From an optimization exercise on the open Yosys and OpenROAD flow, aimed at small area; shortcuts taken in it are not production practice.
Only simulation tests tie the RTL to the original design; equivalence was not proved.
Power and IR drop assume default switching activity.

==> flow/design.v, too long to show whole: its modules and the start of the top module <==
// module axis_fir_15: 2873 lines
// module fa_cell: 4 lines
module axis_fir_15 #
    (
        parameter integer C_S00_AXIS_TDATA_WIDTH    = 64,
        parameter integer C_M00_AXIS_TDATA_WIDTH    = 64
    )
    (
        input wire  s00_axis_aclk, s00_axis_aresetn,
        input wire  s00_axis_tlast, s00_axis_tvalid,
        input wire [C_S00_AXIS_TDATA_WIDTH-1 : 0] s00_axis_tdata,
        input wire [(C_S00_AXIS_TDATA_WIDTH/8)-1: 0] s00_axis_tstrb,
        output logic  s00_axis_tready,
        input wire  m00_axis_aclk, m00_axis_aresetn,
        input wire  m00_axis_tready,
        output logic  m00_axis_tvalid, m00_axis_tlast,
        output logic [C_M00_AXIS_TDATA_WIDTH-1 : 0] m00_axis_tdata,
        output logic [(C_M00_AXIS_TDATA_WIDTH/8)-1: 0] m00_axis_tstrb
    );
  // ...
==> flow/run.sh <==
#!/bin/bash
# synth_recipe.tcl (not shown) runs the flow's synth.tcl, then flattens the netlist and writes it again
# the make line also repeats each setting of config.mk as NAME=value (left out here)
make -C /OpenROAD-flow-scripts/flow DESIGN_CONFIG=/design/flow/config.mk WORK_HOME=/design/flow/orfs CLKGATE_MAP_FILE= SYNTH_SCRIPT=/design/flow/synth_recipe.tcl finish
==> flow/config.mk <==
export PLATFORM = sky130hd
export DESIGN_NAME = axis_fir_15
export DESIGN_NICKNAME = axis_fir_15
export VERILOG_FILES = /design/flow/design.v
export SDC_FILE = /design/flow/constraint.sdc
export NUM_CORES = 8
export LEC_CHECK = 0
export CAP_MARGIN = 20
export CORE_MARGIN = 2
export CORE_UTILIZATION = 60
export CTS_BUF_LIST = sky130_fd_sc_hd__clkbuf_4
export CTS_CLUSTER_DIAMETER = 40
export CTS_CLUSTER_SIZE = 8
export SLEW_MARGIN = 20
export SYNTH_HIERARCHICAL = 1
==> flow/constraint.sdc <==
create_clock -name core_clock -period 12.0 [get_ports {s00_axis_aclk}]
set_input_delay 2.4000 -clock core_clock [delete_from_list [all_inputs] [get_ports {s00_axis_aclk}]]
set_output_delay 2.4000 -clock core_clock [all_outputs]
set_load 0.01 [all_outputs]
==> impl_metrics.ini, run 1 <==
[power]
seqPwrFrac_pct = 55.2
combPwrFrac_pct = 17.2
power_switching_w = 0.00662

[critical_path]
critPathBufInv = 1
endpoint = acc[37]
cp_top_family = compound AO/OA/AOI/OAI gates
critPathMaxFanout = 19
crit_top_cell = fa_1
worstReg2RegStart = cnt[2]

[min_path]
worstHoldStart = xs[73][17]
hold_path_class = reg -> reg

[die]
initial_core_util_pct = 60.3
num_io_pins = 154
die_area_um2 = 211000

[synthesis]
synth_area_um2 = 125000
syn_area_per_cell_um2 = 21.3

[layout]
design_area_um2 = 135000
layout.cells.non_filler = 9326
largest_register_ffs = 3264

[global_route]
antenna_found_initial = 10

[route]
met1_length_um = 111000
routed.top_layer = met4
route.detailed.drc = 0

[clocking]
clk-insertion-delay-late_ns = 1.36
cts_resized = 0
cts_buffer_depth = 4
cts-hold-fix-buffers = 0

[placement]
place_area_um2 = 130000
dp.cells = 8603

[sta]
final.setup.worst_slack_ns = 2.13
slew_headroom_pct = 25.4

[status]
status = no timing/DRC/antenna violations
==> run 2: changes to the inputs <==
--- a/flow/config.mk
+++ b/flow/config.mk
@@ -8,8 +8,8 @@
 export CAP_MARGIN = 20
 export CORE_MARGIN = 2
 export CORE_UTILIZATION = 60
-export CTS_BUF_LIST = sky130_fd_sc_hd__clkbuf_4
-export CTS_CLUSTER_DIAMETER = 40
-export CTS_CLUSTER_SIZE = 8
+export CTS_BUF_LIST = sky130_fd_sc_hd__clkbuf_16
+export CTS_CLUSTER_DIAMETER = 80
+export CTS_CLUSTER_SIZE = 24
 export SLEW_MARGIN = 20
 export SYNTH_HIERARCHICAL = 1
==> run 2 against run 1 <==
Against the previous run:
- still clean on timing, DRC and antenna
- critical path depth did not move
- final cell count down 5.2%
- hold slack better by 0.024 ns
- via count down 4.3%
- non-clock buffer count did not move
- clock skew is 0.058 ns lower
- setup slack better by 0.11 ns
==> impl_metrics.ini, run 2 <==
[status]
status = no timing/DRC/antenna violations

[critical_path]
cp.required_ns = 12.69
path_class = reg -> reg
cp-end-kind = flop
slowest_stage = nor2b_4
crit_chain = o21ai_0 > o21ai_0 > nor2b_4 > nand2_1 > fa_1 > fa_1 > inv_1 > fa_1 > fa_1 > fa_1 > fa_1 > fa_1 > ha_1 > a21oi_1 > o211ai_2 > o221ai_1 > a21oi_1 > a211oi_1 > o21bai_1 > xnor2_1 > o21ai_0
critPathBufInv = 1
crit_top_cell = fa_1
cp_top_family = compound AO/OA/AOI/OAI gates
crit_path_start_kind = flop
critPathMaxFanout = 19
critPathMaxStageDelay_ns = 0.92
arrival_ns = 10.45

[clocking]
cts-hold-fix-buffers = 0
cts_tree = yes
h-tree-depth = 4
cts_made_buffers = 167
post_cts_buffers = 0
clk-insertion-delay-late_ns = 0.84
cts_root_buffer = clkbuf_16
cts.clk_slew.worst_paths_ns = 0.10
cts_sinks = 3322
cts_resized = 0
cts_buffer_depth = 3

[layout]
largest_register_ffs = 3264
mostFrequentLayoutCells = edfxtp_1 (3273), nand2_1 (903), fa_1 (861)
design_area_um2 = 135000
drive_gt1_share_pct = 5.30
regMostFlops = xs
fill_cells = 13800
syn2layout_area_growth_pct = 7.89
top_regs = xs x3264, acc x41, m00_axis_tstrb x8
layout_commonest_cell = edfxtp_1
final_nets = 7097
layout.cells.non_filler = 8838

[die]
fp-row-count = 167
num_io_pins = 154
die_width_um = 460
coreArea_um2 = 207000
die_area_um2 = 211000
initial_core_util_pct = 60.3
die_h_um = 460

[synthesis]
synth_edf_count = 3273
yosysWarnings = 9
synth_cell_types = 68
synth_most_common_cell = edfxtp_1
synth_flop_cell = edfxtp_1
synth_seq_cells = 3322
synth_commonest_cells = edfxtp_1 (3273), nand2_1 (911), fa_1 (861)
syn_area_per_cell_um2 = 21.3
synthArstFlopShare_pct = 0
synth.top_cell.area_share_pct = 78.8
synth_top_area_cell = edfxtp_1
ys_seq_area_share_pct = 79.6
synth_area_um2 = 125000
syn_inst = 5857
synthTopCellsByArea = edfxtp_1 (79%), fa_1 (14%), nand2_1 (2.7%), ha_1 (0.87%), dfxtp_1 (0.79%)

[placement]
dp.cells = 8603
gp_congestion = 0.850
post-dp-hpwl_um = 155000
place_area_um2 = 130000
io_buffers = 119

[global_route]
antenna_found_initial = 9
grt-ovfl-total = 0
grt_pass1_wl_um = 342000
grt_usage_pct = 22.7
grt_max_degree = 217
grt_pass1_vias = 50800

[sta]
slew_headroom_pct = 23.7
fin_setup_tns_ns = 0
rsz0062_at_grt = no
worstMarginPinSlew_ns = 1.14
hold_violations = 0
max_freq_ghz = 0.103
fin_crit_sh_pct = 81.3
min_period_ns = 9.76
slew_viol_final = 0
report.final.setup_viol = 0
final.setup_skew_ns = 0.0288

[route]
dr.pass1.iters = 5
drt_iter0_drc = 5501
num_vias = 50600
route.detailed.drc = 0
wl_um = 236000
wl_per_cell_um = 26.7
ant_nets = 0
viasPerCell = 5.73

[run]
max_cap_violations = 0

[power]
max-vdd-ir-drop_uv = 166
leakagePower_nw = 40.9
power_per_cell_area_nw_per_um2 = 178

[min_path]
hold_path_class = reg -> reg
## run 2: cell types whose count changed in the layout (fill, tap and decap cells not counted), moves of 11 or more
| cell | previous run | this run |
|---|---|---|
| clkbuf_16 | 0 | 167 |
| clkbuf_4 | 600 | 0 |
| inv_1 | 131 | 142 |
| clkinv_2 | 24 | 3 |
| inv_2 | 18 | 0 |
| clkinv_1 | 28 | 6 |
| bufinv_16 | 29 | 6 |
## run 2: metal layers
| metal | up-vias | global-route usage [%] | routed length, um |
|---|---|---|---|
| met5 | - | 0 | 0 |
| met4 | 0 | 5.54 | 5900 |
| met3 | 283 | 3.06 | 12000 |
| met2 | 1313 | 34.0 | 108000 |
| met1 | 27300 | 36.2 | 110000 |
| li1 | 21700 | - | - |
## run 2: logic make-up after synthesis
kind of cell / count (synthesis) / share of synthesized area (%)
flip-flops: 3322 / 79.6
AND/OR/NAND/NOR: 1064 / 3.42
adder cells (fa/ha/maj): 948 / 14.7
buffers and inverters: 276 / 0.916
AO/OA/AOI/OAI: 216 / 1.15
XOR/XNOR: 28 / 0.197
multiplexers: 2 / 0.0161
other: 1 / 0.00301
## run 2: per-stage QoR
step                worst slack (ns)  power, W  hold slack (ns)  util (%)
global route                    1.84    0.0249            0.404      65.0
global placement                2.35    0.0178            0.400      62.6
floorplan                     0.0490    0.0166            0.400         -
CTS                             2.26    0.0241            0.412      65.0
finish                          2.24    0.0239            0.408      65.0
detailed placement              2.28    0.0179            0.405      62.6
## run 2: worst paths after layout
check                   from          to  slack, ns  cells past startpoint
setup / recovery      cnt[2]     acc[37]       2.24                     21
hold / removal    xs[79][16]  xs[80][16]       0.41                      0
setup reg to reg      cnt[2]     acc[37]       2.24                     21
hold reg to reg   xs[79][16]  xs[80][16]       0.41                      0
## run 2: worst reg2reg max path, delay by kind of cell, from the launching register on
family                     cells  cell delay (ns)
DFF                            1             0.59
buffers and inverters          1             0.06
AOI/OAI and AO/OA              9             3.84
xor gates and xnor gates       1             0.15
and+or+nand+nor                2             1.23
adders and majority gates      8             3.75
## run 2: power breakdown
part	internal (W)	switching, W
logic	0.00158	0.00262
registers	0.0132	0.000246
clock network	0.00272	0.00353
## run 2: modules after synthesis, one instance, submodules excluded
module	cells inside	times used	flip-flops and latches	area [um^2]
axis_fir_15	4997	1	3322	107000
fa_cell	1	860	0	20.0
## run 2: cell type report
| class | instances | area, um^2 | share of cell area [%] |
|---|---|---|---|
| Sequential cell | 3322 | 99300 | 73.8 |
| Multi-Input combinational cell | 2260 | 24500 | 18.2 |
| Clock buffer | 167 | 4180 | 3.11 |
| Tap cell | 2704 | 3380 | 2.51 |
| Timing Repair Buffer | 187 | 1920 | 1.43 |
| Clock inverter | 63 | 749 | 0.557 |
| Inverter | 132 | 503 | 0.374 |
| Antenna cell | 3 | 7.51 | 0.00558 |
==> run 3: changes to the inputs <==
--- a/flow/config.mk
+++ b/flow/config.mk
@@ -8,8 +8,8 @@
 export CAP_MARGIN = 20
 export CORE_MARGIN = 2
 export CORE_UTILIZATION = 60
-export CTS_BUF_LIST = sky130_fd_sc_hd__clkbuf_16
-export CTS_CLUSTER_DIAMETER = 80
-export CTS_CLUSTER_SIZE = 24
+export CTS_BUF_LIST = sky130_fd_sc_hd__clkbuf_8
+export CTS_CLUSTER_DIAMETER = 50
+export CTS_CLUSTER_SIZE = 12
 export SLEW_MARGIN = 20
 export SYNTH_HIERARCHICAL = 1
==> run 3 against run 2 <==
Against the previous run:
- still clean on timing, DRC and antenna
- critical path depth unchanged
- via count up 2.3%
- core utilization is 0.35 points higher
- power grew 1.3%
- clock-buffer cell count grew 188
- wire length rose by 1.4%
- largest power group unchanged
==> impl_metrics.ini, run 3 <==
[status]
status = no timing/DRC/antenna violations

[layout]
final_nets = 7278
drive_gt1_share_pct = 8.13
postLayoutCoreUtil_pct = 65.4
fill_cells = 13900
layout.cells.non_filler = 9070
regMostFlops = xs
largest_register_ffs = 3264
syn2layout_area_growth_pct = 8.46
layout_commonest_cell = edfxtp_1
top_regs = xs x3264, acc x41, m00_axis_tstrb x8
mostFrequentLayoutCells = edfxtp_1 (3273), nand2_1 (903), fa_1 (861)
design_area_um2 = 135000

[synthesis]
synth_edf_count = 3273
ys_seq_area_share_pct = 79.6
synthTopCellsByArea = edfxtp_1 (79%), fa_1 (14%), nand2_1 (2.7%), ha_1 (0.87%), dfxtp_1 (0.79%)
syn_area_per_cell_um2 = 21.3
synth_top_area_cell = edfxtp_1
synth_seq_cells = 3322
synth_flop_cell = edfxtp_1
synth_most_common_cell = edfxtp_1
synth_area_um2 = 125000
synth_cell_types = 68
yosysWarnings = 9
synthArstFlopShare_pct = 0
synth_commonest_cells = edfxtp_1 (3273), nand2_1 (911), fa_1 (861)
syn_inst = 5857
synth.top_cell.area_share_pct = 78.8

[clocking]
clk-insertion-delay-late_ns = 1.06
cts_tree = yes
cts_sinks = 3322
cts.clk_slew.worst_paths_ns = 0.09
post_cts_buffers = 0
cts_resized = 0
h-tree-depth = 5
cts_made_buffers = 348
cts_root_buffer = clkbuf_8
cts_buffer_depth = 4
cts-hold-fix-buffers = 0

[power]
max-vdd-ir-drop_uv = 144
leakagePower_nw = 41.4
power_per_cell_area_nw_per_um2 = 179

[sta]
final.setup_skew_ns = 0.0487
slew_viol_final = 0
hold_violations = 0
fin_crit_sh_pct = 80.9
fin_setup_tns_ns = 0
worstMarginPinSlew_ns = 1.10
rsz0062_at_grt = no
max_freq_ghz = 0.103
report.final.setup_viol = 0
slew_headroom_pct = 26.5
min_period_ns = 9.71

[critical_path]
worstReg2RegStart = cnt[2]
critPathMaxFanout = 19
crit_path_start_kind = flop
crit_start = cnt[2]
cp.required_ns = 12.91
endpoint = acc[37]
regToRegSetupSlack_ns = 2.29
arrival_ns = 10.62
path_class = reg -> reg
cp-end-kind = flop
r2r.worst_path.cells = 21
worstReg2RegEnd = acc[37]

[die]
num_io_pins = 154
die_h_um = 460
die_width_um = 460
fp-row-count = 167
initial_core_util_pct = 60.3
die_area_um2 = 211000
coreArea_um2 = 207000

[route]
ant_nets = 0
routed.top_layer = met4
dr.pass1.iters = 5
num_vias = 51800
drt_iter0_drc = 5524
route.detailed.drc = 0
dr_wl_met3_um = 13100
met1_length_um = 110000
dr_wl_met2_um = 110000
viasPerCell = 5.71
wl_um = 240000
wl_per_cell_um = 26.4

[placement]
place_area_um2 = 130000
dp.cells = 8603
gp_congestion = 0.850
post-dp-hpwl_um = 155000
io_buffers = 119

[global_route]
grt_usage_pct = 23.1
grt_pass1_vias = 52400
grt_max_degree = 217
antenna_found_initial = 10
grt_pass1_wl_um = 348000
grt-ovfl-total = 0

[min_path]
hold_path_class = reg -> reg

[run]
max_cap_violations = 0
-- run 3: worst max-delay path, cell delays in order, from the launching register on --
cell and delay, ns:
dfxtp_1 0.58, o21ai_0 0.42, o21ai_0 0.36, nor2b_4 0.92, nand2_1 0.29, fa_1 0.47, fa_1 0.55, inv_1 0.06
fa_1 0.55, fa_1 0.43, fa_1 0.42, fa_1 0.55, fa_1 0.42, ha_1 0.36, a21oi_1 0.51, o211ai_2 0.39
o221ai_1 0.84, a21oi_1 0.45, a211oi_1 0.60, o21bai_1 0.15, xnor2_1 0.15, o21ai_0 0.09
-- run 3: logic make-up after synthesis --
logic type	share of synthesized area [%]
flops	79.6
simple gates	3.42
fa+ha+maj	14.7
buf+inv	0.916
compound gates	1.15
xor+xnor	0.197
mux	0.0161
other cells	0.00301
-- run 3: worst min-delay path by stage --
stage	startpoint	to	slack (ns)	cells after the start
final	xs[73][31]	xs[74][31]	0.39	0
after global routing	xs[7][30]	xs[8][30]	0.40	0
after CTS	xs[56][29]	xs[57][29]	0.38	0
after detailed placement	xs[9][20]	xs[10][20]	0.40	0
after global placement	xs[9][17]	xs[10][17]	0.40	0
after floorplan	xs[99][0]	xs[100][0]	0.40	0
-- run 3: where the power goes --
| group | internal (W) | leakage (nW) | total, W | switching (W) |
|---|---|---|---|---|
| Sequential | 0.0132 | 31.1 | 0.0135 | 0.000245 |
| Combinational | 0.00158 | 7.30 | 0.00420 | 0.00262 |
| Clock | 0.00289 | 3.03 | 0.00655 | 0.00367 |
-- run 3: stage by stage --
step	total power (W)	hold slack, ns	worst slack [ns]
6_report	0.0242	0.391	2.29
5_1_grt	0.0253	0.399	1.90
4_1_cts	0.0245	0.385	2.30
3_5_place_dp	0.0179	0.405	2.28
3_3_place_gp	0.0178	0.400	2.35
2_1_floorplan	0.0166	0.400	0.0490
-- run 3: metal layers --
metal | GRT usage, % | up-vias
met2 | 34.2 | 1579
met4 | 6.58 | 0
li1 | - | 22100
met3 | 3.49 | 391
met5 | 0 | -
met1 | 36.5 | 27800
-- run 3: final cells by class --
cell class	instances	area [um^2]	share of cell area, %
Sequential cell	3322	99300	73.4
Multi-Input combinational cell	2260	24500	18.1
Clock buffer	355	4890	3.61
Tap cell	2704	3380	2.50
Timing Repair Buffer	187	1920	1.42
Clock inverter	103	749	0.554
Inverter	132	503	0.372
Antenna cell	7	17.5	0.0130
-- run 3: Yosys stat by module (local to each module, per instance) --
| module | area, um^2 | flops+latches |
|---|---|---|
| axis_fir_15 | 107000 | 3322 |
| fa_cell | 20.0 | 0 |
==> run 4: changes to the inputs <==
--- a/flow/config.mk
+++ b/flow/config.mk
@@ -7,9 +7,10 @@
 export LEC_CHECK = 0
 export CAP_MARGIN = 20
 export CORE_MARGIN = 2
-export CORE_UTILIZATION = 60
+export CORE_UTILIZATION = 70
 export CTS_BUF_LIST = sky130_fd_sc_hd__clkbuf_8
-export CTS_CLUSTER_DIAMETER = 50
-export CTS_CLUSTER_SIZE = 12
+export CTS_CLUSTER_DIAMETER = 60
+export CTS_CLUSTER_SIZE = 16
+export GPL_TIMING_DRIVEN = 0
 export SLEW_MARGIN = 20
 export SYNTH_HIERARCHICAL = 1
==> run 4 against run 3 <==
Against the previous run:
- still clean on timing, DRC and antenna
- core utilization is 10 points higher
- final cell count is 4.6% lower
- sequential power barely moved
- flip-flop and latch count unchanged
- critical endpoint is now acc[31]
- largest cell class unchanged
==> impl_metrics.ini, run 4 <==
[clocking]
clk-insertion-delay-late_ns = 1.05
cts_resized = 0
cts_root_buffer = clkbuf_8
post_cts_buffers = 0
h-tree-depth = 4
cts.clk_slew.worst_paths_ns = 0.10
cts_tree = yes
cts-hold-fix-buffers = 0
cts_made_buffers = 234
cts_buffer_depth = 3
cts_sinks = 3322

[power]
seqPwrFrac_pct = 58.7
combPwrFrac_pct = 18.4
swShare_pct = 27.1
power_switching_w = 0.00622
power.internal_w = 0.0167
leakagePower_nw = 40.7
power_per_cell_area_nw_per_um2 = 172
p_clk_share_pct = 22.9
max-vdd-ir-drop_uv = 157

[die]
coreArea_um2 = 176000
initial_core_util_pct = 70.7
die_width_um = 426
die_area_um2 = 182000
fp-row-count = 154
die_h_um = 426
num_io_pins = 154

[critical_path]
cp-end-kind = flop
crit_start = cnt[1]
path_class = reg -> reg
regToRegSetupSlack_ns = 1.19
crit_path_start_kind = flop
critPathMaxFanout = 10
cp.required_ns = 12.92
worstReg2RegStart = cnt[1]
endpoint = acc[31]
r2r.worst_path.cells = 24
arrival_ns = 11.72
worstReg2RegEnd = acc[31]

[sta]
fin_crit_sh_pct = 90.1
final.setup_skew_ns = 0.0436
hold_violations = 0
slew_viol_final = 0
slew_headroom_pct = 18.8
min_period_ns = 10.81
max_freq_ghz = 0.0925
worstMarginPinSlew_ns = 1.22
final.setup.worst_slack_ns = 1.19
rsz0062_at_grt = no
report.final.setup_viol = 0

[synthesis]
synth_edf_count = 3273
yosys.area_share.simple_pct = 3.42
synth-compound-area-share_pct = 1.15
synth_top_area_cell = edfxtp_1
synth_commonest_cells = edfxtp_1 (3273), nand2_1 (911), fa_1 (861)
synth_most_common_cell = edfxtp_1
synthArstFlopShare_pct = 0
synth_area_um2 = 125000
synth_seq_cells = 3322
synth.top_cell.area_share_pct = 78.8
yosysWarnings = 9
syn_area_per_cell_um2 = 21.3
synth_xor_area_share_pct = 0.197
synth_flop_cell = edfxtp_1
muxShareOfSynthArea_pct = 0.0161
ys_seq_area_share_pct = 79.6
synthAdderAreaFrac_pct = 14.7
syn_inst = 5857
synthTopCellsByArea = edfxtp_1 (79%), fa_1 (14%), nand2_1 (2.7%), ha_1 (0.87%), dfxtp_1 (0.79%)
synth_cell_types = 68
synth_top_family_by_area = adder cells

[global_route]
antenna_found_initial = 14
grt_pass1_wl_um = 345000
grt-ovfl-total = 0
grt_max_degree = 171
grt_usage_pct = 27.1
grt_pass1_vias = 51900

[route]
num_vias = 51800
wl_um = 239000
drt_iter0_drc = 6103
dr.pass1.iters = 5
viasPerCell = 5.99
wl_per_cell_um = 27.6
ant_nets = 0
route.detailed.drc = 0

[layout]
syn2layout_area_growth_pct = 6.92
largest_register_ffs = 3264
fill_cells = 9615
drive_gt1_share_pct = 5.82
layout.cells.non_filler = 8653
mostFrequentLayoutCells = edfxtp_1 (3273), nand2_1 (911), fa_1 (861)
layout_commonest_cell = edfxtp_1
regMostFlops = xs
final_nets = 7263
top_regs = xs x3264, acc x41, m00_axis_tstrb x8

[placement]
post-place-ws_ns = 1.49
post-dp-hpwl_um = 164000
dp.cells = 8340
gp_congestion = 0.895
io_buffers = 119

[min_path]
hold_path_class = reg -> reg

[status]
status = no timing/DRC/antenna violations

[run]
max_cap_violations = 0
==> run 4: cell counts after synthesis <==
No cell type changed its count.
==> run 4: worst min-delay path by stage <==
stage	start	cells after the start	slack, ns	to
after floorplan	xs[99][0]	0	0.40	xs[100][0]
after global placement	xs[92][30]	0	0.40	xs[93][30]
after detailed placement	xs[9][10]	0	0.40	xs[10][10]
after CTS	xs[9][1]	0	0.40	xs[10][1]
after global routing	xs[73][24]	0	0.40	xs[74][24]
final	xs[85][7]	0	0.39	xs[86][7]
==> run 4: power groups by stage <==
stage / clock (W) / combinational [W] / sequential, W
floorplan: 0 / 0.00282 / 0.0138
global placement: 0 / 0.00405 / 0.0139
detailed placement: 0 / 0.00416 / 0.0137
CTS: 0.00539 / 0.00418 / 0.0135
global route: 0.00577 / 0.00463 / 0.0135
finish: 0.00524 / 0.00423 / 0.0135
==> run 4: cell type report <==
cell class / instances / area, um^2 / share of cell area [%]
Sequential cell: 3322 / 99300 / 74.4
Multi-Input combinational cell: 2260 / 24300 / 18.2
Clock buffer: 236 / 3250 / 2.44
Tap cell: 2340 / 2930 / 2.20
Timing Repair Buffer: 142 / 1820 / 1.37
Buffer: 144 / 698 / 0.524
Clock inverter: 70 / 543 / 0.407
Inverter: 132 / 495 / 0.372
Antenna cell: 7 / 17.5 / 0.0131
==> run 4: metrics by stage <==
stage | TNS (ns) | hold slack [ns] | util [%] | power, W | area, um^2
2_1_floorplan | 0 | 0.400 | - | 0.0166 | 125000
3_3_place_gp | -8838.95 | 0.400 | 73.0 | 0.0180 | 129000
3_5_place_dp | 0 | 0.405 | 73.4 | 0.0179 | 130000
4_1_cts | 0 | 0.398 | 75.5 | 0.0231 | 133000
5_1_grt | 0 | 0.402 | 75.5 | 0.0239 | 133000
6_report | 0 | 0.395 | 75.5 | 0.0229 | 133000
==> run 4: kinds of logic after synthesis <==
| family | after synthesis |
|---|---|
| flip-flops | 3322 |
| AND/OR/NAND/NOR | 1064 |
| adder cells (fa/ha/maj) | 948 |
| buffers and inverters | 276 |
| AO/OA/AOI/OAI | 216 |
| XOR/XNOR | 28 |
| multiplexers | 2 |
| other | 1 |
==> run 4: per-module statistics from Yosys (local to each module, per instance) <==
module / times used / cells inside / flip-flops and latches
axis_fir_15: 1 / 4997 / 3322
fa_cell: 860 / 1 / 0
==> run 4: routing by layer <==
metal	up-vias	GRT usage [%]	share of wire, %
met4	2	6.86	2.5
li1	22000	-	-
met3	320	5.72	8.8
met2	2166	39.0	45
met5	-	0	0.0054
met1	27300	44.0	44
==> run 4: worst max-delay path, stage by stage, from the launching register on <==
cell	delay (ns)
dfxtp_1	0.37
clkbuf_1	0.29
inv_1	0.11
ha_1	0.26
o21ai_1	0.85
clkbuf_1	0.80
nand2_1	0.43
fa_1	0.66
fa_1	0.47
fa_1	0.53
fa_1	0.58
inv_1	0.13
fa_1	0.49
fa_1	0.58
fa_1	0.46
fa_1	0.48
ha_1	0.40
o211ai_1	0.18
o21ai_0	0.19
o211ai_1	0.17
o311ai_1	0.91
a21boi_0	0.40
o311ai_1	0.53
mux2i_1	0.24
o311ai_0	0.13
==> run 5: changes to the inputs <==
--- a/flow/config.mk
+++ b/flow/config.mk
@@ -7,10 +7,9 @@
 export LEC_CHECK = 0
 export CAP_MARGIN = 20
 export CORE_MARGIN = 2
-export CORE_UTILIZATION = 70
+export CORE_UTILIZATION = 60
 export CTS_BUF_LIST = sky130_fd_sc_hd__clkbuf_8
 export CTS_CLUSTER_DIAMETER = 60
 export CTS_CLUSTER_SIZE = 16
-export GPL_TIMING_DRIVEN = 0
 export SLEW_MARGIN = 20
 export SYNTH_HIERARCHICAL = 1
==> run 5 against run 4 <==
Against the previous run:
- clock-buffer cell count increased by 13
- flip-flop and latch count unchanged
- maximum frequency increased by 11%
- non-clock buffer count decreased by 99
- core utilization decreased by 11 points
- hold slack got worse by 0.0014 ns
- global-route usage decreased by 4.3 points
- register-to-register slack improved by 1.1 ns
- largest power group unchanged
- clock skew increased by 0.0065 ns
- combinational power about the same
- clock power increased by 4.8%
- power increased by 0.94%
==> impl_metrics.ini, run 5 <==
[route]
num_vias = 51200
wl_per_cell_um = 26.5
viasPerCell = 5.71
wl_um = 238000
dr.pass1.iters = 6
route.detailed.drc = 0
ant_nets = 0
drt_iter0_drc = 5500

[clocking]
cts_root_buffer = clkbuf_8
post_cts_buffers = 0
cts_tree = yes
cts_resized = 0
clk-insertion-delay-late_ns = 1.04
cts_made_buffers = 238
cts-hold-fix-buffers = 0
cts.clk_slew.worst_paths_ns = 0.11
cts_buffer_depth = 3
cts_sinks = 3322
h-tree-depth = 4

[critical_path]
cp.required_ns = 12.91
worstReg2RegStart = cnt[2]
cp_top_family = compound AO/OA/AOI/OAI gates
crit_top_cell = fa_1
crit_start = cnt[2]
critPathMaxFanout = 19
critPathBufInv = 1
slowest_stage = nor2b_4
crit_chain = o21ai_0 > o21ai_0 > nor2b_4 > nand2_1 > fa_1 > fa_1 > inv_1 > fa_1 > fa_1 > fa_1 > fa_1 > fa_1 > ha_1 > a21oi_1 > o211ai_2 > o221ai_1 > a21oi_1 > a211oi_1 > o21bai_1 > xnor2_1 > o21ai_0
arrival_ns = 10.66
crit_cells = 21
crit_path_start_kind = flop
cp-end-kind = flop
path_class = reg -> reg
worstReg2RegEnd = acc[37]
critPathMaxStageDelay_ns = 0.91
r2r.worst_path.cells = 21
regToRegSetupSlack_ns = 2.25
endpoint = acc[37]

[placement]
io_buffers = 119
gp_congestion = 0.850
dp.cells = 8603
post-dp-hpwl_um = 155000

[sta]
slew_viol_final = 0
slew_headroom_pct = 26.0
final.setup_skew_ns = 0.0501
report.final.setup_viol = 0
worstMarginPinSlew_ns = 1.11
fin_crit_sh_pct = 81.2
rsz0062_at_grt = no
fin_setup_tns_ns = 0
min_period_ns = 9.75
hold_violations = 0
max_freq_ghz = 0.103

[synthesis]
syn_area_per_cell_um2 = 21.3
synth_flop_cell = edfxtp_1
synth_seq_cells = 3322
synth_most_common_cell = edfxtp_1
ys_seq_area_share_pct = 79.6
synth_commonest_cells = edfxtp_1 (3273), nand2_1 (911), fa_1 (861)
synth_area_um2 = 125000
synthTopCellsByArea = edfxtp_1 (79%), fa_1 (14%), nand2_1 (2.7%), ha_1 (0.87%), dfxtp_1 (0.79%)
synthArstFlopShare_pct = 0
synth.top_cell.area_share_pct = 78.8
yosysWarnings = 9
synth_edf_count = 3273
synth_cell_types = 68
synth_top_area_cell = edfxtp_1
syn_inst = 5857

[global_route]
grt-ovfl-total = 0
grt_pass1_vias = 51500
grt_max_degree = 217
grt_pass1_wl_um = 345000
grt_usage_pct = 22.9
antenna_found_initial = 9

[power]
leakagePower_nw = 40.7
power_per_cell_area_nw_per_um2 = 173
max-vdd-ir-drop_uv = 144

[layout]
fill_cells = 14000
layout_commonest_cell = edfxtp_1
mostFrequentLayoutCells = edfxtp_1 (3273), nand2_1 (903), fa_1 (861)
top_regs = xs x3264, acc x41, m00_axis_tstrb x8
syn2layout_area_growth_pct = 7.24
regMostFlops = xs
layout.cells.non_filler = 8960
largest_register_ffs = 3264
drive_gt1_share_pct = 6.44
final_nets = 7168

[die]
die_h_um = 460
num_io_pins = 154
initial_core_util_pct = 60.3
die_area_um2 = 211000
die_width_um = 460
coreArea_um2 = 207000
fp-row-count = 167

[min_path]
hold_path_class = reg -> reg

[run]
max_cap_violations = 0

[status]
status = no timing/DRC/antenna violations
## run 5: cell counts after synthesis
No cell type changed its count.
## run 5: area by class of cell
type	instances	area (um^2)	area share [%]
Clock buffer	249	3430	2.56
Inverter	132	503	0.376
Antenna cell	11	27.5	0.0206
Timing Repair Buffer	187	1920	1.44
Multi-Input combinational cell	2260	24500	18.3
Clock inverter	95	668	0.500
Tap cell	2704	3380	2.53
Sequential cell	3322	99300	74.2
## run 5: worst min path at each step
| stage | startpoint | to | cells after the start |
|---|---|---|---|
| after CTS | xs[69][21] | xs[70][21] | 0 |
| after detailed placement | xs[9][20] | xs[10][20] | 0 |
| final | xs[96][9] | xs[97][9] | 0 |
| after floorplan | xs[99][0] | xs[100][0] | 0 |
| after global routing | xs[86][8] | xs[87][8] | 0 |
| after global placement | xs[9][17] | xs[10][17] | 0 |
## run 5: per-module statistics from Yosys, one instance, submodules excluded
module       cells inside  times used  flops+latches
fa_cell                 1         860              0
axis_fir_15          4997           1           3322
## run 5: per-stage QoR
step	hold WS (ns)	power [W]	setup slack, ns	utilization (%)	area (um^2)
after floorplan	0.400	0.0166	0.0490	-	125000
after global placement	0.400	0.0178	2.35	62.6	130000
after detailed placement	0.405	0.0179	2.28	62.6	130000
after CTS	0.399	0.0234	2.29	64.6	134000
after global routing	0.400	0.0242	1.87	64.6	134000
final	0.393	0.0232	2.25	64.6	134000
## run 5: per-layer routing
metal	vias to the layer above	track usage, %	wire (um)
met3	305	3.21	12000
met4	0	5.99	5970
li1	21800	-	-
met5	-	0	0
met1	27700	36.4	111000
met2	1342	34.1	109000
## run 5: cells by family (layout without fill, tap and decap cells)
family                   Yosys count  count (layout)  share of synthesized area, %
flip-flops                      3322            3322                          79.6
AND/OR/NAND/NOR                 1064            1064                          3.42
adder cells (fa/ha/maj)          948             948                          14.7
buffers and inverters            276             663                         0.916
AO/OA/AOI/OAI                    216             216                          1.15
XOR/XNOR                          28              28                         0.197
multiplexers                       2               2                        0.0161
other                              1              13                       0.00301
## run 5: power breakdown
part / internal (W) / switching (W) / leakage [nW]
sequential: 0.0132 / 0.000246 / 31.1
combinational: 0.00158 / 0.00262 / 7.30
clock: 0.00203 / 0.00346 / 2.26
total: 0.0168 / 0.00633 / 40.7
==> run 6: changes to the inputs <==
==> flow/flow/run.sh (new file) <==
#!/bin/bash
set -euo pipefail
export BUFFER_PORTS_ARGS="-buffer_cell sky130_fd_sc_hd__buf_1"
export CTS_ARGS="-sink_clustering_enable -repair_clock_nets -buf_list sky130_fd_sc_hd__clkbuf_16 -sink_clustering_size 30 -sink_clustering_max_diameter 80 -dont_use_dummy_load"
bash standard.sh > standard.log 2>&1
==> flow/standard.sh (new file) <==
#!/bin/bash
# synth_recipe.tcl (not shown) runs the flow's synth.tcl, then flattens the netlist and writes it again
# the make line also repeats each setting of config.mk as NAME=value (left out here)
make -C /OpenROAD-flow-scripts/flow DESIGN_CONFIG=/design/flow/config.mk WORK_HOME=/design/flow/orfs CLKGATE_MAP_FILE= SYNTH_SCRIPT=/design/flow/synth_recipe.tcl "${@:-finish}"
removed: flow/run.sh
==> run 6 against run 5 <==
Against the previous run:
- maximum frequency shrank 1.4%
- clock-buffer cell count shrank 101
- synthesized cell count is the same
- core utilization shrank 0.55 points
- register-to-register slack lost 0.14 ns
- power shrank 0.48%
- global-route usage shrank 0.16 points
- critical endpoint unchanged
==> impl_metrics.ini, run 6 <==
[critical_path]
worstReg2RegStart = cnt[0]
regToRegSetupSlack_ns = 2.12
arrival_ns = 10.53
crit_chain = ha_1 > inv_1 > a31oi_1 > o21ai_4 > buf_4 > nand2_1 > fa_1 > fa_1 > fa_1 > inv_1 > fa_1 > fa_1 > fa_1 > fa_1 > fa_1 > ha_1 > a21oi_1 > o211ai_2 > o221ai_1 > a21oi_1 > a211oi_1 > o21bai_1 > xnor2_1 > o21ai_0
critPathMaxStageDelay_ns = 0.90
crit_cells = 24
cp.required_ns = 12.65
crit_top_cell = fa_1
slowest_stage = o21ai_4
critPathMaxFanout = 15
critPathBufInv = 3
crit_path_start_kind = flop
r2r.worst_path.cells = 24
path_class = reg -> reg
cp_top_family = adder cells
worstReg2RegEnd = acc[37]
cp-end-kind = flop

[synthesis]
synth_seq_cells = 3322
synth-compound-area-share_pct = 1.15
synth_xor_area_share_pct = 0.197
ys_seq_area_share_pct = 79.6
synth_edf_count = 3273
synth_flop_cell = edfxtp_1
synth_commonest_cells = edfxtp_1 (3273), nand2_1 (911), fa_1 (861)
syn_inst = 5857
synth_most_common_cell = edfxtp_1
synth_area_um2 = 125000
syn_area_per_cell_um2 = 21.3
yosys.area_share.simple_pct = 3.42
synthArstFlopShare_pct = 0
synthAdderAreaFrac_pct = 14.7
yosysWarnings = 9
synth_cell_types = 68
synthTopCellsByArea = edfxtp_1 (79%), fa_1 (14%), nand2_1 (2.7%), ha_1 (0.87%), dfxtp_1 (0.79%)
synth_top_family_by_area = adder cells
synth_top_area_cell = edfxtp_1
muxShareOfSynthArea_pct = 0.0161
synth.top_cell.area_share_pct = 78.8

[global_route]
grt_usage_pct = 22.7
grt_max_degree = 213
grt_pass1_wl_um = 341000
antenna_found_initial = 11
grt_pass1_vias = 50000
grt-ovfl-total = 0

[route]
drt_iter0_drc = 5811
wl_um = 237000
ant_nets = 0
viasPerCell = 5.76
wl_per_cell_um = 27.0
route.detailed.drc = 0
num_vias = 50400
dr.pass1.iters = 5

[sta]
slew_viol_final = 0
fin_crit_sh_pct = 82.4
min_period_ns = 9.88
worstMarginPinSlew_ns = 1.26
fin_setup_tns_ns = 0
hold_violations = 0
slew_headroom_pct = 15.7
max_freq_ghz = 0.101
final.setup.worst_slack_ns = 2.12
report.final.setup_viol = 0
rsz0062_at_grt = no
final.setup_skew_ns = 0.0644

[placement]
post-place-ws_ns = 2.11
post-dp-hpwl_um = 154000
gp_congestion = 0.848
place_area_um2 = 129000
io_buffers = 119

[layout]
ff_latch_area_um2 = 99300
final_nets = 7078
layout_commonest_cell = edfxtp_1
syn2layout_area_growth_pct = 6.32
largest_register_ffs = 3264
multi_input_area_um2 = 24500
top_regs = xs x3264, acc x41, m00_axis_tstrb x8
mostFrequentLayoutCells = edfxtp_1 (3273), nand2_1 (903), fa_1 (861)
regMostFlops = xs
drive_gt1_share_pct = 4.30
design_area_um2 = 133000
fill_cells = 13900

[clocking]
cts_made_buffers = 148
cts.clk_slew.worst_paths_ns = 0.11
h-tree-depth = 4
cts_sinks = 3322
cts_root_buffer = clkbuf_16
cts_tree = yes
cts_buffer_depth = 3
cts-hold-fix-buffers = 0
cts_resized = 0
post_cts_buffers = 0
clk-insertion-delay-late_ns = 0.83

[die]
initial_core_util_pct = 60.3
die_area_um2 = 211000
fp-row-count = 167
die_width_um = 460
coreArea_um2 = 207000
die_h_um = 460
num_io_pins = 154

[run]
max_cap_violations = 0

[min_path]
holdPathStages = 0
hold_path_class = reg -> reg
worstHoldStart = xs[31][29]
hold_path_end = xs[32][29]

[power]
leakagePower_nw = 39.9
power.internal_w = 0.0170
combPwrFrac_pct = 18.0
power_w = 0.0231
max-vdd-ir-drop_uv = 166
p_clk_share_pct = 23.6
seqPwrFrac_pct = 58.4
power_switching_w = 0.00609
swShare_pct = 26.4
power_per_cell_area_nw_per_um2 = 174

[status]
status = no timing/DRC/antenna violations
-- run 6: cell types whose count changed in the layout (fill, tap and decap cells not counted), sizes merged --
cell and change:
bufinv -5, clkinv -22, inv -61, clkbuf -100, clkdlybuf4s50 -118, buf +117
clkinvlp -7, diode -8
-- run 6: worst max path at each step --
stage                    startpoint      end  slack [ns]
floorplan           s00_axis_tvalid  acc[40]        0.05
global placement             cnt[0]  acc[37]        2.08
detailed placement           cnt[0]  acc[37]        2.11
CTS                          cnt[0]  acc[37]        2.01
global route                 cnt[0]  acc[37]        1.81
finish                       cnt[0]  acc[37]        2.12
-- run 6: power by group through the flow --
stage / sequential [W] / clock (W) / combinational, W
global placement: 0.0137 / 0 / 0.00407
finish: 0.0135 / 0.00544 / 0.00414
CTS: 0.0135 / 0.00565 / 0.00414
floorplan: 0.0138 / 0 / 0.00282
global route: 0.0135 / 0.00600 / 0.00455
detailed placement: 0.0137 / 0 / 0.00411
-- run 6: metal layers --
layer  GRT usage (%)  vias to the layer above  wire length (um)
li1                -                    21600                 -
met1            36.5                    27200            110000
met2            33.5                     1374            107000
met3            3.12                      289             12700
met4            5.98                        0              6410
met5               0                        -                 0
-- run 6: cell families after synthesis --
family	Yosys count
AOI/OAI and AO/OA	216
xor gates and xnor gates	28
adders and majority gates	948
buffers and inverters	276
DFF	3322
muxes	2
other	1
and+or+nand+nor	1064
-- run 6: cell type report --
type,count,area share [%]
Sequential cell,3322,74.9
Multi-Input combinational cell,2260,18.5
Tap cell,2704,2.55
Inverter,132,0.379
Timing Repair Buffer,187,0.895
Antenna cell,3,0.00566
Clock buffer,148,2.79
-- run 6: Yosys stat by module, one instance, submodules excluded --
module       cells inside  cell area [um^2]  flip-flops and latches  times used
axis_fir_15          4997            107000                    3322           1
fa_cell                 1              20.0                       0         860
-- run 6: worst reg2reg max path, stage by stage, from the launching register on --
cell	delay, ns
dfxtp_1	0.44
ha_1	0.29
inv_1	0.09
a31oi_1	0.23
o21ai_4	0.90
buf_4	0.43
nand2_1	0.13
fa_1	0.48
fa_1	0.50
fa_1	0.51
inv_1	0.07
fa_1	0.55
fa_1	0.44
fa_1	0.43
fa_1	0.55
fa_1	0.43
ha_1	0.36
a21oi_1	0.46
o211ai_2	0.33
o221ai_1	0.63
a21oi_1	0.49
a211oi_1	0.59
o21bai_1	0.14
xnor2_1	0.16
o21ai_0	0.09
-- run 6: stage by stage --
step	hold WS, ns	util [%]	std cells
6_report	0.380	64.1	8756
5_1_grt	0.381	64.1	8754
4_1_cts	0.381	64.1	8751
3_5_place_dp	0.405	62.3	8603
3_3_place_gp	0.400	62.3	8602
2_1_floorplan	0.400	-	5858
==> run 7: changes to the inputs <==
==> flow/flow/run.sh (replaced) <==
#!/bin/bash
set -euo pipefail
export BUFFER_PORTS_ARGS="-buffer_cell sky130_fd_sc_hd__buf_1"
export CTS_ARGS="-sink_clustering_enable -repair_clock_nets -buf_list sky130_fd_sc_hd__clkbuf_8 -sink_clustering_size 20 -sink_clustering_max_diameter 50 -dont_use_dummy_load"
bash standard.sh > standard.log 2>&1
==> run 7 against run 6 <==
Against the previous run:
- still clean
- power rose by 0.16%
- register-to-register slack improved by 0.06 ns
- sequential power hardly changed
- combinational power about the same
- via count grew 1.5%
==> impl_metrics.ini, run 7 <==
[status]
status = no timing/DRC/antenna violations

[global_route]
antenna_found_initial = 12
grt_max_degree = 213
grt_pass1_vias = 51200
grt-ovfl-total = 0
grt_usage_pct = 23.0
grt_pass1_wl_um = 345000

[layout]
final_nets = 7213
layout_commonest_cell = edfxtp_1
drive_gt1_share_pct = 6.39
mostFrequentLayoutCells = edfxtp_1 (3273), nand2_1 (903), fa_1 (861)
syn2layout_area_growth_pct = 6.48
top_regs = xs x3264, acc x41, m00_axis_tstrb x8
largest_register_ffs = 3264
postLayoutCoreUtil_pct = 64.2
regMostFlops = xs
layout.cells.non_filler = 8896

[sta]
whs_ns = 0.335
min_period_ns = 9.82
fin_crit_sh_pct = 81.8
final.setup_skew_ns = 0.0870
slew_viol_final = 0
report.final.setup_viol = 0
worstMarginPinSlew_ns = 1.12
slew_headroom_pct = 25.1
hold_violations = 0
rsz0062_at_grt = no
fin_setup_tns_ns = 0
max_freq_ghz = 0.102

[synthesis]
yosysWarnings = 9
synth_commonest_cells = edfxtp_1 (3273), nand2_1 (911), fa_1 (861)
synth_seq_cells = 3322
syn_inst = 5857
ys_seq_area_share_pct = 79.6
synth_cell_types = 68
synth_edf_count = 3273
synthArstFlopShare_pct = 0
synth_area_um2 = 125000
synth_flop_cell = edfxtp_1
synth_most_common_cell = edfxtp_1
synth.top_cell.area_share_pct = 78.8
synthTopCellsByArea = edfxtp_1 (79%), fa_1 (14%), nand2_1 (2.7%), ha_1 (0.87%), dfxtp_1 (0.79%)
synth_top_area_cell = edfxtp_1
syn_area_per_cell_um2 = 21.3

[clocking]
cts_root_buffer = clkbuf_8
post_cts_buffers = 0
cts_made_buffers = 283
cts_resized = 0
cts_tree = yes
h-tree-depth = 5
cts-hold-fix-buffers = 0
cts_buffer_depth = 4
cts.clk_slew.worst_paths_ns = 0.11
clk-insertion-delay-late_ns = 1.04
cts_sinks = 3322

[route]
wl_um = 240000
wl_per_cell_um = 26.9
route.detailed.drc = 0
num_vias = 51100
ant_nets = 0
dr.pass1.iters = 6
viasPerCell = 5.75
drt_iter0_drc = 5636

[placement]
post-dp-hpwl_um = 154000
io_buffers = 119
gp_congestion = 0.848
dp.cells = 8603

[run]
max_cap_violations = 0

[critical_path]
critPathMaxStageDelay_ns = 0.92
slowest_stage = o21ai_4
cp_top_family = adder cells
crit_chain = ha_1 > inv_1 > a31oi_1 > o21ai_4 > buf_4 > nand2_1 > fa_1 > fa_1 > fa_1 > inv_1 > fa_1 > fa_1 > fa_1 > fa_1 > fa_1 > ha_1 > a21oi_1 > o211ai_2 > o221ai_1 > a21oi_1 > a211oi_1 > o21bai_1 > xnor2_1 > o21ai_0
crit_path_start_kind = flop
critPathMaxFanout = 15
critPathBufInv = 3
cp.required_ns = 12.87
crit_top_cell = fa_1
cp-end-kind = flop
arrival_ns = 10.69
path_class = reg -> reg

[die]
coreArea_um2 = 207000
fp-row-count = 167
num_io_pins = 154
die_width_um = 460
initial_core_util_pct = 60.3
die_h_um = 460
die_area_um2 = 211000

[min_path]
hold_path_class = reg -> reg

[power]
max-vdd-ir-drop_uv = 169
power_per_cell_area_nw_per_um2 = 174
leakagePower_nw = 40.2
run 7: final timing paths:
kind / from / end / slack [ns] / depth (start not counted)
max: cnt[0] / acc[37] / 2.18 / 24
min: xs[63][30] / xs[64][30] / 0.33 / 0
max reg2reg: cnt[0] / acc[37] / 2.18 / 24
min reg2reg: xs[63][30] / xs[64][30] / 0.33 / 0
run 7: worst reg2reg max path, stage by stage (launching register included):
cell and delay, ns:
dfxtp_1 0.43, ha_1 0.30, inv_1 0.09, a31oi_1 0.23, o21ai_4 0.92, buf_4 0.44
nand2_1 0.13, fa_1 0.48, fa_1 0.51, fa_1 0.51, inv_1 0.07, fa_1 0.55
fa_1 0.44, fa_1 0.43, fa_1 0.55, fa_1 0.43, ha_1 0.36, a21oi_1 0.42
o211ai_2 0.31, o221ai_1 0.62, a21oi_1 0.48, a211oi_1 0.60, o21bai_1 0.14, xnor2_1 0.15
o21ai_0 0.08
run 7: logic make-up (layout without fill, tap and decap cells):
family | after synthesis | count (layout) | share of synthesized area [%]
DFF | 3322 | 3322 | 79.6
and+or+nand+nor | 1064 | 1064 | 3.42
adders and majority gates | 948 | 948 | 14.7
buffers and inverters | 276 | 602 | 0.916
AOI/OAI and AO/OA | 216 | 216 | 1.15
xor gates and xnor gates | 28 | 28 | 0.197
muxes | 2 | 2 | 0.0161
other | 1 | 10 | 0.00301
run 7: modules after synthesis (local to each module, per instance):
| module | times used | flops+latches |
|---|---|---|
| fa_cell | 860 | 0 |
| axis_fir_15 | 1 | 3322 |
run 7: cell type report:
cell class / instances / area [um^2]
fillers: 13900 / 74100
multi-input cells: 2260 / 24500
well taps: 2704 / 3380
repair buffers: 187 / 1190
inverters: 132 / 503
clock buffers: 283 / 3890
flip-flops and latches: 3322 / 99300
diodes: 8 / 20.0
run 7: power by group:
part | switching, W | internal (W)
combinational | 0.00264 | 0.00151
clock | 0.00336 | 0.00212
sequential | 0.000230 | 0.0132
total | 0.00623 | 0.0169
run 7: layer usage:
layer,GRT usage [%],routed length [um],up-vias
met1,36.5,110000,27300
li1,-,-,21800
met5,0,0,-
met4,7.44,7840,0
met2,33.5,108000,1666
met3,3.45,14400,421
run 7: through the flow:
stage          setup slack (ns)  instance area (um^2)  total power (W)
2_1_floorplan            0.0490                125000           0.0166
3_3_place_gp               2.08                129000           0.0178
3_5_place_dp               2.11                129000           0.0178
4_1_cts                    2.07                133000           0.0233
5_1_grt                    1.84                133000           0.0241
6_report                   2.18                133000           0.0231
==> run 8: changes to the inputs <==
==> flow/flow/run.sh (replaced) <==
#!/bin/bash
set -euo pipefail
export BUFFER_PORTS_ARGS="-buffer_cell sky130_fd_sc_hd__buf_1"
export CTS_ARGS="-sink_clustering_enable -repair_clock_nets -buf_list sky130_fd_sc_hd__clkbuf_8 -sink_clustering_size 16 -sink_clustering_max_diameter 60 -dont_use_dummy_load"
bash standard.sh > standard.log 2>&1
==> run 8 against run 7 <==
Against the previous run:
- synthesized area did not move
- sequential share of layout area grew 0.34 points
- still clean on timing, DRC and antenna
- flip-flop and latch count unchanged
- setup slack improved by 0.0076 ns
- largest power group unchanged
- highest routed layer unchanged
- non-clock buffer count is the same
- sequential power barely moved
- die area stayed put
- clock power down 8.2%
==> impl_metrics.ini, run 8 <==
[status]
status = no timing/DRC/antenna violations

[layout]
postLayoutCoreUtil_pct = 63.9
ff_latch_area_um2 = 99300
syn2layout_area_growth_pct = 6.00
layout_commonest_cell = edfxtp_1
final_nets = 7170
drive_gt1_share_pct = 5.73
design_area_um2 = 132000
largest_register_ffs = 3264
multi_input_area_um2 = 24500
regMostFlops = xs
fill_cells = 14000
mostFrequentLayoutCells = edfxtp_1 (3273), nand2_1 (903), fa_1 (861)
top_regs = xs x3264, acc x41, m00_axis_tstrb x8

[route]
wl_um = 239000
dr.pass1.iters = 6
route.detailed.drc = 0
ant_nets = 0
num_vias = 50900
viasPerCell = 5.75
drt_iter0_drc = 5944
wl_per_cell_um = 27.0

[sta]
fin_setup_tns_ns = 0
final.setup_skew_ns = 0.0745
final.setup.worst_slack_ns = 2.19
min_period_ns = 9.81
slew_headroom_pct = 21.7
report.final.setup_viol = 0
worstMarginPinSlew_ns = 1.17
rsz0062_at_grt = no
max_freq_ghz = 0.102
fin_crit_sh_pct = 81.8
hold_violations = 0
slew_viol_final = 0

[global_route]
grt_pass1_wl_um = 344000
grt_pass1_vias = 50900
grt_usage_pct = 22.9
grt_max_degree = 213
antenna_found_initial = 14
grt-ovfl-total = 0

[synthesis]
synth_commonest_cells = edfxtp_1 (3273), nand2_1 (911), fa_1 (861)
synth_edf_count = 3273
synth_area_um2 = 125000
synth_flop_cell = edfxtp_1
ys_seq_area_share_pct = 79.6
synth.top_cell.area_share_pct = 78.8
syn_inst = 5857
syn_area_per_cell_um2 = 21.3
yosysWarnings = 9
synth_most_common_cell = edfxtp_1
synth_top_area_cell = edfxtp_1
synthArstFlopShare_pct = 0
synth_cell_types = 68
synth_seq_cells = 3322
synthTopCellsByArea = edfxtp_1 (79%), fa_1 (14%), nand2_1 (2.7%), ha_1 (0.87%), dfxtp_1 (0.79%)

[run]
max_cap_violations = 0

[critical_path]
slowest_stage = o21ai_4
crit_top_cell = fa_1
crit_chain = ha_1 > inv_1 > a31oi_1 > o21ai_4 > buf_4 > nand2_1 > fa_1 > fa_1 > fa_1 > inv_1 > fa_1 > fa_1 > fa_1 > fa_1 > fa_1 > ha_1 > a21oi_1 > o211ai_2 > o221ai_1 > a21oi_1 > a211oi_1 > o21bai_1 > xnor2_1 > o21ai_0
critPathMaxFanout = 15
arrival_ns = 10.62
critPathBufInv = 3
path_class = reg -> reg
crit_path_start_kind = flop
critPathMaxStageDelay_ns = 0.87
cp_top_family = adder cells
cp.required_ns = 12.81
cp-end-kind = flop

[clocking]
cts_sinks = 3322
h-tree-depth = 4
cts_root_buffer = clkbuf_8
post_cts_buffers = 0
clk-insertion-delay-late_ns = 1.01
cts_made_buffers = 240
cts_tree = yes
cts.clk_slew.worst_paths_ns = 0.09
cts_resized = 0
cts-hold-fix-buffers = 0
cts_buffer_depth = 3

[placement]
io_buffers = 119
post-place-ws_ns = 2.11
gp_congestion = 0.848
post-dp-hpwl_um = 154000
place_area_um2 = 129000

[die]
die_h_um = 460
die_width_um = 460
num_io_pins = 154
die_area_um2 = 211000
fp-row-count = 167
coreArea_um2 = 207000
initial_core_util_pct = 60.3

[power]
max-vdd-ir-drop_uv = 168
power_per_cell_area_nw_per_um2 = 171
leakagePower_nw = 39.8

[min_path]
hold_path_class = reg -> reg
[run 8: changes by cell type in the layout (fill, tap and decap cells not counted)]
| cell | before | now |
|---|---|---|
| clkbuf_8 | 283 | 240 |
| diode_2 | 8 | 7 |
[run 8: logic make-up (layout without fill, tap and decap cells)]
logic type / Yosys count / in the layout / synth area share, %
AOI/OAI and AO/OA: 216 / 216 / 1.15
xor gates and xnor gates: 28 / 28 / 0.197
adders and majority gates: 948 / 948 / 14.7
and+or+nand+nor: 1064 / 1064 / 3.42
buffers and inverters: 276 / 559 / 0.916
other: 1 / 9 / 0.00301
DFF: 3322 / 3322 / 79.6
muxes: 2 / 2 / 0.0161
[run 8: worst paths after layout]
check	end	startpoint	depth (start not counted)	slack, ns
worst max-delay path	acc[37]	cnt[0]	24	2.19
worst min-delay path	xs[57][28]	xs[56][28]	0	0.36
worst max register to register	acc[37]	cnt[0]	24	2.19
worst min register to register	xs[57][28]	xs[56][28]	0	0.36
[run 8: power breakdown]
| part | leakage [nW] | switching [W] | internal [W] |
|---|---|---|---|
| registers | 31.1 | 0.000229 | 0.0132 |
| clock network | 1.73 | 0.00326 | 0.00178 |
| logic | 7.00 | 0.00263 | 0.00151 |
| total | 39.8 | 0.00612 | 0.0165 |
[run 8: area by class of cell]
class	count	share of cell area [%]
Multi-Input combinational cell	2260	18.6
Timing Repair Buffer	187	0.897
Inverter	132	0.381
Antenna cell	7	0.0133
Sequential cell	3322	75.1
Tap cell	2704	2.56
Clock buffer	240	2.50
[run 8: metal layers]
layer  global-route usage (%)  wire length [um]  vias to the layer above
met5                        0                 0                        -
met3                     3.58             13900                      356
met4                     6.21              6470                        0
met2                     33.6            108000                     1507
met1                     36.6            110000                    27300
li1                         -                 -                    21700
[run 8: per-stage QoR]
| step | hold slack [ns] | total power, W | cells |
|---|---|---|---|
| floorplan | 0.400 | 0.0166 | 5858 |
| global placement | 0.400 | 0.0178 | 8602 |
| detailed placement | 0.405 | 0.0178 | 8603 |
| CTS | 0.339 | 0.0229 | 8843 |
| global route | 0.359 | 0.0237 | 8847 |
| finish | 0.365 | 0.0226 | 8852 |
[run 8: per-module statistics from Yosys (local to each module, per instance)]
| module | flops+latches | area (um^2) | cells |
|---|---|---|---|
| fa_cell | 0 | 20.0 | 1 |
| axis_fir_15 | 3322 | 107000 | 4997 |

[what the ideal ports hide]
How much do the figures lean on ideal ports? The routed layouts below were timed once more, with nothing changed but the port constraints.
Step 1 (the two cells are an assumption about what drives the block):
set clk [get_ports {s00_axis_aclk}]
set_driving_cell -lib_cell sky130_fd_sc_hd__clkbuf_16 $clk
set_driving_cell -lib_cell sky130_fd_sc_hd__buf_2 [delete_from_list [all_inputs] $clk]
Step 2 moves the port delays by t, midway between the first and last clock arrival at a register: inputs arrive t later, outputs are due t later. That takes back most of the time a late clock gives input paths.
Slacks: ideal / step 1 / step 2; pairs: ideal / step 1.
| run | t (ns) | slack for setup (ns) | slew at the worst register clock pin (ns) |
|---|---|---|---|
| run 1 | 1.392 | 2.134 / 2.134 / 2.134 | 0.10 / 0.10 |
| run 2 | 0.916 | 2.244 / 2.244 / 2.244 | 0.10 / 0.10 |
| run 3 | 1.113 | 2.290 / 2.290 / 2.290 | 0.09 / 0.09 |
| run 4 | 1.123 | 1.192 / 1.192 / 1.192 | 0.11 / 0.11 |
| run 5 | 1.099 | 2.253 / 2.253 / 2.253 | 0.11 / 0.11 |
| run 6 | 0.883 | 2.117 / 2.117 / 2.117 | 0.11 / 0.11 |
| run 7 | 1.091 | 2.180 / 2.180 / 2.180 | 0.11 / 0.11 |
| run 8 | 1.044 | 2.187 / 2.187 / 2.187 | 0.11 / 0.11 |
After both steps setup and hold are still met in every run listed.
